What follows belongs to an exercise in optimizing a design on an open flow for small area, a short achievable clock period and few clock cycles; a production flow would make more cautious choices.

== lane 1 ==
==> flow/design.v <==
module SimpleCPU(clk,rst,wrEn,data_fromRAM,addr_toRAM,data_toRAM,pCounter);
parameter SIZE = 13;
input clk,rst;
input wire [15:0] data_fromRAM;
output reg wrEn;
output reg [15:0] data_toRAM;
output reg [SIZE-1:0] addr_toRAM;
output reg [SIZE-1:0] pCounter;
localparam OP_ADD = 3'd0, OP_NAND = 3'd1, OP_SRL = 3'd2, OP_LT = 3'd3,
           OP_BZ = 3'd4, OP_CP2W = 3'd5, OP_CPFW = 3'd6, OP_MUL = 3'd7;
localparam S_F = 3'd0, S_I = 3'd1, S_E = 3'd2, S_D = 3'd3, S_M = 3'd4;
reg [2:0] state, stateNxt;
reg [2:0] op, opNxt;
reg [15:0] W, WNxt;
reg [15:0] opnd, acc;
localparam MR = 2;
reg [12:0] pcNxt;
wire [15:0] d = data_fromRAM;
wire [2:0] dOp = d[15:13];
wire dZero = ~|d[12:0];
wire wNZ = |W;
wire [12:0] pcInc = pCounter + 13'd1;
wire isLT = (op == OP_LT);
wire [16:0] sum = {1'b0, W} + {1'b0, d ^ {16{isLT}}} + {16'd0, isLT};
wire [3:0] sh = d[3:0];
wire shLeft = d[4];
wire shZero = (|d[15:5]) | (shLeft & ~|sh);
wire [15:0] shIn, shOut, shRes;
genvar k;
generate for (k = 0; k < 16; k = k + 1) begin : rev
    assign shIn[k] = shLeft ? W[15-k] : W[k];
    assign shRes[k] = shLeft ? shOut[15-k] : shOut[k];
end endgenerate
assign shOut = shIn >> sh;
wire inE = (state == S_E);
wire [15:0] mB = inE ? d : opnd;
wire [15:0] mAcc = inE ? 16'd0 : acc;
reg [15:0] mSum;
integer j;
always @(*) begin
    mSum = mAcc;
    for (j = 0; j < MR; j = j + 1)
        mSum = mSum + ((W << j) & {16{mB[j]}});
end
wire [15:0] mBRest = mB >> MR;
wire [15:0] mWRest = W << MR;
wire mDone = ~|mBRest | ~|mWRest;
reg [15:0] alu;
always @(*) begin
    case (op)
        OP_ADD:  alu = sum[15:0];
        OP_NAND: alu = ~(W & d);
        OP_SRL:  alu = shZero ? 16'd0 : shRes;
        OP_LT:   alu = {15'd0, ~sum[16]};
        OP_MUL:  alu = mSum;
        default: alu = d;
    endcase
end
always @(*) begin
    stateNxt = state;
    opNxt = op;
    WNxt = W;
    pcNxt = pCounter;
    wrEn = 1'b0;
    data_toRAM = W;
    addr_toRAM = pcInc;
    if (rst) begin
        stateNxt = S_F;
        WNxt = 16'd0;
        pcNxt = 13'd0;
        addr_toRAM = 13'd0;
    end else begin
        case (state)
            S_F: begin
                opNxt = dOp;
                if (dOp == OP_BZ && wNZ) begin
                    pcNxt = pcInc;
                end else begin
                    addr_toRAM = {d[12:3], d[2] | dZero, d[1:0]};
                    if (dZero)
                        stateNxt = S_I;
                    else if (dOp == OP_CPFW) begin
                        wrEn = 1'b1;
                        stateNxt = S_D;
                    end else
                        stateNxt = S_E;
                end
            end
            S_I: begin
                addr_toRAM = d[12:0];
                if (op == OP_CPFW) begin
                    wrEn = 1'b1;
                    stateNxt = S_D;
                end else
                    stateNxt = S_E;
            end
            S_E: begin
                if (op == OP_BZ) begin
                    addr_toRAM = d[12:0];
                    pcNxt = d[12:0];
                    stateNxt = S_F;
                end else if (op == OP_MUL && !mDone) begin
                    addr_toRAM = pCounter;
                    WNxt = mWRest;
                    stateNxt = S_M;
                end else begin
                    WNxt = alu;
                    pcNxt = pcInc;
                    stateNxt = S_F;
                end
            end
            S_M: begin
                if (mDone) begin
                    WNxt = mSum;
                    pcNxt = pcInc;
                    stateNxt = S_F;
                end else begin
                    addr_toRAM = pCounter;
                    WNxt = mWRest;
                end
            end
            default: begin  
                pcNxt = pcInc;
                stateNxt = S_F;
            end
        endcase
    end
end
always @(posedge clk) begin
    state <= stateNxt;
    op <= opNxt;
    W <= WNxt;
    pCounter <= pcNxt;
    opnd <= mBRest;
    acc <= mSum;
end
endmodule
Settings: LEC_CHECK=0, CAP_MARGIN=20, CORE_MARGIN=2, CORE_UTILIZATION=40, PLACE_DENSITY=0.6, SETUP_SLACK_MARGIN=5, SLEW_MARGIN=20; clock period 10.0 ns.
run.sh (not shown) runs the stock make flow with config.mk's settings and CLKGATE_MAP_FILE= SYNTH_SCRIPT=/design/flow/synth_recipe.tcl, a recipe that flattens the netlist after the stock synthesis.
### lane 1 -> lane 2
# lane 1
export LEC_CHECK = 0
export CAP_MARGIN = 20
export CORE_MARGIN = 2
export CORE_UTILIZATION = 40
export PLACE_DENSITY = 0.6
export SETUP_SLACK_MARGIN = 5
export SLEW_MARGIN = 20
create_clock -name core_clock -period 10.0 [get_ports {clk}]
# lane 2
export LEC_CHECK = 0
export CAP_MARGIN = 20
export CORE_MARGIN = 2
export CORE_UTILIZATION = 40
export PLACE_DENSITY = 0.6
export SETUP_SLACK_MARGIN = 4
export SLEW_MARGIN = 20
create_clock -name core_clock -period 10.0 [get_ports {clk}]
Notes after the runs:
Lane 2 reports its end of the critical path as wrEn while lane 1 reports addr_toRAM[11].
~same setup slack at placement in lane 2 and lane 1
Taking lane 2 as 1.0, lane 1 lands at 1.08 on wire length.
All-layer global routing usage: lane 2 vs lane 1 down 2.5 points
Lane 2 and lane 1 ended up with nearly the same worst hold slack.
Function was not checked in any run of this note: the RTL went through the layout flow alone.

[separate check: timing with driven ports]
Ports are ideal in the flow. The routed layouts listed here were re-timed in OpenROAD.
Step 1 sets driving cells, clkbuf_16 on the clock port and buf_2 on the other inputs (assumed; they add their load-dependent delay and slew).
Step 2 moves the port delays by t, midway between the first and last clock arrival at a register: inputs arrive t later, outputs are due t later. That takes back most of the time a late clock gives input paths.
Three values: ideal, step 1, step 2; two values: the first two.
run	shift t [ns]	setup slack, ns	worst setup path at the end	worst register clock-pin slew, ns	worst slew at a driven data input, ns
lane 1	0.378	4.078 / 4.054 / 4.054	input to output	0.06 / 0.06	0.06
lane 2	0.396	4.034 / 4.010 / 3.793	input to register	0.07 / 0.07	0.05
After both steps every run listed still meets setup and hold. The setup slack of lane 2, which loses most, moves by -0.024 ns with the drivers and by -0.241 ns with both steps.
